From an optimization exercise on the open Yosys and OpenROAD flow, aimed at small area, a short achievable clock period and few clock cycles per item; shortcuts taken in it are not production practice.
Only simulation tests tie the RTL to the original design; equivalence was not proved.
Power figures rest on the tool's default switching activity, not on a simulated workload.

### design/flow/run.sh
#!/bin/bash
# synth_recipe.tcl (not shown) runs the flow's synth.tcl, then flattens the netlist and writes it again
# the make line also repeats each setting of config.mk as NAME=value (left out here)
make -C /OpenROAD-flow-scripts/flow DESIGN_CONFIG=/design/flow/config.mk WORK_HOME=/design/flow/orfs CLKGATE_MAP_FILE= SYNTH_SCRIPT=/design/flow/synth_recipe.tcl finish
### design/flow/design.v
module pe #(
    parameter BITWIDTH = 4,
    parameter OUTWIDTH = 2*BITWIDTH
    ) (
    input                           clk,
    input                           compute_en,
    input                           reset,
    input                           load_weights,
    input        [BITWIDTH -1:0]    in_data,     
    input        [BITWIDTH -1:0]    in_weight,   
    output logic [BITWIDTH -1:0]    out_data,    
    output logic [BITWIDTH -1:0]    out_weight,  
    output logic [OUTWIDTH -1:0]    out_result   
);
logic res_res ;
always @(posedge clk) begin
    if (reset) begin
        out_data    <= 0;
        out_weight  <= 0;
        out_result  <= 0;
        res_res     <= 0;
    end 
    else 
    begin
        if (load_weights) 
        begin
            out_data    <= 0;
            out_weight  <= 0;
            out_result  <= 0;
        end else if (compute_en) begin
            out_data    <= in_data;
            out_weight  <= in_weight;
            out_result  <= out_result + (in_data * in_weight);
        end
    end
end
endmodule
module heichips25_systolicArray #(
    parameter BITWIDTH = 4,
    parameter OUTWIDTH = 2*BITWIDTH
)(
    input                           clk,             
    input                           reset,           
    input        [BITWIDTH -1:0]    data_in,         
    input                           load_weights,    
    input                           load_inputs,     
    input                           store_outputs,     
    output logic [OUTWIDTH -1:0]    results,    
    output logic                    valid_out        
);
    reg [BITWIDTH -1:0] weights     [0:3][0:6];     
    reg [BITWIDTH -1:0] inputs      [0:3][0:6];      
    reg [BITWIDTH -1:0] pe_inputs   [0:3][0:3];   
    reg [BITWIDTH -1:0] pe_weights  [0:3][0:3];  
    reg [OUTWIDTH -1:0] accum       [0:3][0:3];       
    reg [3:0]   load_counter;           
    reg         compute_en;                   
    reg [3:0]   cp;          
    reg [3:0]   out;          
    reg [2:0]   cp2;          
    always @(posedge clk) begin
        if (reset) begin
            for (int i=0; i<4; i++) begin
                for (int j=0; j<7; j++) begin
                    weights[i][j]   <= 0;
                    inputs[i][j]    <= 0;
                end                
            end
            load_counter            <= 0;
            compute_en              <= 0;
            cp                      <= 0;
            cp2                     <= 0;
            valid_out               <= 0;
            results                 <= 0;
        end
        else begin
            valid_out               <= 0;   
            if (load_weights) begin
                case (load_counter)
                    0: weights[0][0] <= data_in;
                    1: weights[1][1] <= data_in;
                    2: weights[2][2] <= data_in;
                    3: weights[3][3] <= data_in;
                    4: weights[0][1] <= data_in;
                    5: weights[1][2] <= data_in;
                    6: weights[2][3] <= data_in;
                    7: weights[3][4] <= data_in;
                    8: weights[0][2] <= data_in;
                    9: weights[1][3] <= data_in;
                    10:weights[2][4] <= data_in;
                    11:weights[3][5] <= data_in;
                    12:weights[0][3] <= data_in;
                    13:weights[1][4] <= data_in;
                    14:weights[2][5] <= data_in;
                    15:weights[3][6] <= data_in;
                    default: weights[0][0] <= data_in;
                endcase
                load_counter <= load_counter + 1;
            end
            else if (load_inputs) begin
                case (load_counter)
                    0: inputs[0][0] <= data_in;
                    1: inputs[0][1] <= data_in;
                    2: inputs[0][2] <= data_in;
                    3: inputs[0][3] <= data_in;
                    4: inputs[1][1] <= data_in;
                    5: inputs[1][2] <= data_in;
                    6: inputs[1][3] <= data_in;
                    7: inputs[1][4] <= data_in;
                    8: inputs[2][2] <= data_in;
                    9: inputs[2][3] <= data_in;
                    10:inputs[2][4] <= data_in;
                    11:inputs[2][5] <= data_in;
                    12:inputs[3][3] <= data_in;
                    13:inputs[3][4] <= data_in;
                    14:inputs[3][5] <= data_in;
                    15:inputs[3][6] <= data_in;
                    default: inputs[0][0] <= data_in;
                endcase
                load_counter        <= load_counter + 1;
                if (load_counter == 15) begin
                    compute_en      <= 1;
                    load_counter    <= 0;
                end
            end
            else if (compute_en) begin
                if (cp == 6) begin
                    if (cp2 == 3) begin 
                        compute_en  <= 0;
                        valid_out   <= 1;
                        cp          <= 0;
                        cp2         <= 0;
                        out         <= 0;
                    end else begin
                        cp2         <= cp2 + 1 ;
                        compute_en  <= 1;
                        valid_out   <= 0;
                        cp          <= cp ;
                    end
                end
                else begin
                    cp              <= cp + 1;
                end
            end 
            else if (store_outputs) begin
                results             <= accum[out[3:2]][out[1:0]];
                out                 <= out + 1;
            end else
            begin
                load_counter        <= 0;
                out                 <= 0;
            end    
        end
    end
    genvar i, j;
    generate
        for (i=0; i<4; i++) begin : row
            for (j=0; j<4; j++) begin : col
                pe processing_element (
                    .clk            (clk),
                    .compute_en     (compute_en),
                    .load_weights   (load_weights),
                    .reset          (reset),
                    .in_data        (((j == 0)) ?   inputs[i][cp]   : pe_inputs[i][j-1] ),
                    .in_weight      ((i == 0)   ?   weights[j][cp]  : pe_weights[i-1][j]),
                    .out_data       (pe_inputs[i][j]),
                    .out_weight     (pe_weights[i][j]),
                    .out_result     (accum[i][j]) 
                );
            end
        end
    endgenerate 
endmodule
### design/flow/config.mk
export PLATFORM = sky130hd
export DESIGN_NAME = heichips25_systolicArray
export DESIGN_NICKNAME = heichips25_systolicArray
export VERILOG_FILES = /design/flow/design.v
export SDC_FILE = /design/flow/constraint.sdc
export NUM_CORES = 4
export LEC_CHECK = 0
export CAP_MARGIN = 20
export CORE_MARGIN = 2
export CORE_UTILIZATION = 40
export SLEW_MARGIN = 20
### design/flow/constraint.sdc
create_clock -name core_clock -period 6.5 [get_ports {clk}]
set_input_delay 1.3000 -clock core_clock [delete_from_list [all_inputs] [get_ports {clk}]]
set_output_delay 1.3000 -clock core_clock [all_outputs]
set_load 0.01 [all_outputs]
==> flow_metrics.tcl <==
set metrics [dict create \
    area_growth_pct 8.43 \
    die_y_microns 276 \
    cpMostUsedCell "fa_1" \
    p_int_w 0.00402 \
    antenna_found_initial 0 \
    syn-num-nets 3867 \
    r2r_start "cp[2]" \
    p_clk_share_pct 52.3 \
    grt_first_pass_wirelength_microns 143000 \
    cts_resized 0 \
    comb_power_share_pct 3.3 \
    clock_sinks 377 \
    synth-seq-cells 377 \
    syn-instance-count 3455 \
    dieArea_sq_um 76400 \
    wl_per_cell_microns 20.9 \
    synth_top_area_cell "dfxtp_1" \
    routed_via_density 5.70 \
    worst_slack_ns 0.518 \
    core_area_sq_um 73200 \
    dp_cells 4277 \
    ys_types 96 \
    cts_root_buffer "clkbuf_16" \
    p_seq_share_pct 44.4 \
    numCtsBuffers 45 \
    place.gp.congestion 0.981 \
    wl_microns 90900 \
    initial_core_util_pct 40.6 \
    min_to "cp2[1]" \
    p_leak_nw 13.3 \
    firstDrtPassIters 12 \
    switching_share_pct 23.7 \
    end_kind "flip-flop" \
    drc 0 \
    finalPower_w 0.00527 \
    num-fill-cells 7260 \
    layout-drive-gt1-share_pct 6.38 \
    run_status "no timing/DRC/antenna violations" \
    via_count 24800 \
    critPathLaunch "cp[2]" \
    relSlewSlack_pct 37.9 \
    antenna_cells 0 \
    worstHoldPathType "reg -> reg" \
    fin_setup_tns_ns 0 \
    cp_max_fo 14 \
    hold_violations 0 \
    fp.dieW_microns 276 \
    first_global_vias 23600 \
    path_clk_slew_ns 0.06 \
    synth_common_cells "395 x nor2_1, 389 x inv_1, 373 x dfxtp_1, 259 x ha_1, 259 x mux2i_1" \
    grt_max_degree 104 \
    cts_buffer_depth 3 \
    whs_path_depth 2 \
    instances_no_fill 4358 \
    power.density_nw_per_um2 164 \
    syn_area_sq_um 29700 \
    crit_cells 21 \
    fin_skew_ns 0.0301 \
    nets 3777 \
    cp-start-kind "flip-flop" \
    crit_family "adder cells" \
    crit_slowest_cell "or4_1" \
    ys_seq_area_share_pct 25.6 \
    num_rows 99 \
    async_flop_share_pct 0 \
    hp-start "cp2[1]" \
    drv_cap 0 \
    post-place-ws_ns 0.666 \
    io_buffers 17 \
    reg2reg_depth 21 \
    postCtsSetupRepairBufs 0 \
    synth_edf_count 4 \
    boundaryPins 18 \
    synth_ff_type "dfxtp_1" \
    critical_path_required_ns 7.00 \
    synth_most_common_cell "nor2_1" \
    grt_setup_unrepaired "false" \
    synth_top_area_share_pct 25.2 \
    crit_buf_inv 4 \
    dp_hpwl_microns 68000 \
    netSwitchingPower_w 0.00125 \
    cts_tree "done" \
    track_usage_pct 23.5 \
    final.min_clock_period_ns 5.98 \
    critPathMaxStageDelay_ns 0.51 \
    syn_area_per_cell_sq_um 8.59 \
    period_share_pct 92.0 \
    path_cells "inv_2, ha_1, buf_4, a21boi_4, buf_4, mux2i_1, o221ai_1, a222oi_1, o311ai_2, nand2_1, fa_1, fa_1, fa_1, inv_1, ha_1, nor2b_1, o21ai_0, a21boi_0, or4_1, and4_1, o21a_1" \
    arrival_ns 6.48 \
    r2r_end "row[1].col[0].processing_element.out_result[7]" \
    setup_viol 0 \
    clk_latency_ns 0.60 \
    htree_levels 2 \
    grt_overflow 0 \
    slew_viol_final 0 \
    drt-initial-drc-count 2712 \
    fmax_mhz 167 \
    reg2reg_slack_ns 0.52 \
    postCtsHoldBufs 0 \
    critPathKind "reg -> reg" \
    vdd_ir_drop_max_uv 219 \
    yosysWarnings 57 \
    worst-slew-pin-transition_ns 0.922 \
    antenna_left 0 \
    synthTopCellsByArea "dfxtp_1 25%, ha_1 11%, fa_1 9.7%" \
]
-- logic make-up after synthesis --
kind of cell,Yosys count,share of synthesized area (%)
AND/OR/NAND/NOR,1049,16.9
adder cells (fa/ha/maj),403,20.6
buffers and inverters,601,8.18
XOR/XNOR,71,2.15
multiplexers,273,9.43
flip-flops,377,25.6
AO/OA/AOI/OAI,681,17.2
-- final cells by class --
type,count,area [sq um],share of cell area [%]
Sequential cell,377,7590,23.6
Tap cell,959,1200,3.73
Timing Repair Buffer,72,628,1.95
Multi-Input combinational cell,2477,19700,61.2
Inverter,392,1470,4.57
Clock buffer,56,1260,3.91
Clock inverter,25,329,1.02
-- stage by stage --
stage                     cell area [sq um]  hold WS [ns]  util, %
final                                 32200         0.459     44.0
after floorplan                       29700         0.435        -
after detailed placement              30600         0.451     41.8
after global placement                30600         0.444     41.8
after CTS                             32200         0.460     44.0
after global routing                  32200         0.485     44.0
-- how the worst max path moves through the flow --
stage                                                                 to  slack [ns]
after detailed placement  row[1].col[0].processing_element.out_result[7]        0.67
after global placement    row[1].col[0].processing_element.out_result[7]        0.69
after global routing      row[1].col[0].processing_element.out_result[7]        0.16
after floorplan           row[1].col[0].processing_element.out_result[7]        0.97
final                     row[1].col[0].processing_element.out_result[7]        0.52
after CTS                 row[1].col[0].processing_element.out_result[7]        0.62
-- tightest hold or removal path, delay by kind of cell (launching register included) --
kind | cells | cell delay, ns
AOI/OAI and AO/OA | 1 | 0.05
and+or+nand+nor | 1 | 0.05
DFF | 1 | 0.31
-- metal layers --
metal | GRT usage (%) | vias to the layer above | share of wire (%)
met5 | 0 | - | 0
met4 | 8.55 | 0 | 3.9
met3 | 2.79 | 187 | 6.4
met2 | 36.9 | 854 | 44
met1 | 33.1 | 11900 | 45
li1 | - | 11900 | -
-- state kept, by name, summed over array words and instances, names as in the netlist --
register                               flops
compute_en                                 1
cp                                         4
cp2                                        3
inputs                                    64
load_counter                               4
out                                        4
results                                    8
row.col.processing_element.out_data       48
row.col.processing_element.out_result    128
row.col.processing_element.out_weight     48
valid_out                                  1
weights                                   64
-- power by group through the flow --
stage                     Combinational, W  Sequential [W]  Clock (W)
after floorplan                   0.000107         0.00239          0
after global placement            0.000172         0.00239          0
after detailed placement          0.000172         0.00239          0
after CTS                         0.000173         0.00234    0.00281
after global routing              0.000186         0.00234    0.00289
final                             0.000173         0.00234    0.00276
-- placed cells by master (no fill, tap or decap), types with 21 or more instances in the layout --
cell	count
ha_1	255
o21bai_1	32
buf_4	51
dfxtp_1	371
clkbuf_16	47
a21o_1	26
nand3_1	98
inv_1	388
nor2_1	394
o21ai_0	53
a31oi_1	29
a22o_1	21
xnor2_1	35
a211oi_1	38
and2_1	150
xor2_1	34
fa_1	144
a21oi_1	155
nor3_1	31
nand4_1	33
a22oi_1	66
nand2_1	204
mux2i_1	259
a222oi_1	66
Testbench counts, summed over its fixed seeds: cycles 11,136, jobs 192.

afterwards: timing with drivers on the ports:
In the flow no input, the clock included, has a driving cell. The finished layout below was timed again as built, in two steps. Step 1 assumes that a clkbuf_16 drives the clock port and a buf_2 every other input. Step 2 adds t to the input delays and takes it off the output delays; t is the mean of the earliest and latest rising clock arrival at the registers after step 1. Input paths then give back, and output paths get back, about the clock's delay inside the block. Three values: ideal, step 1, step 2; two values: the first two.
t, ns: 0.652
setup slack, ns: 0.518 / 0.518 / 0.518
worst slew at a driven data input, ns: 0.04
After both steps this run still meets setup and hold. For this run, drivers alone change the setup slack by 0.000 ns; drivers and shift together by 0.000 ns.
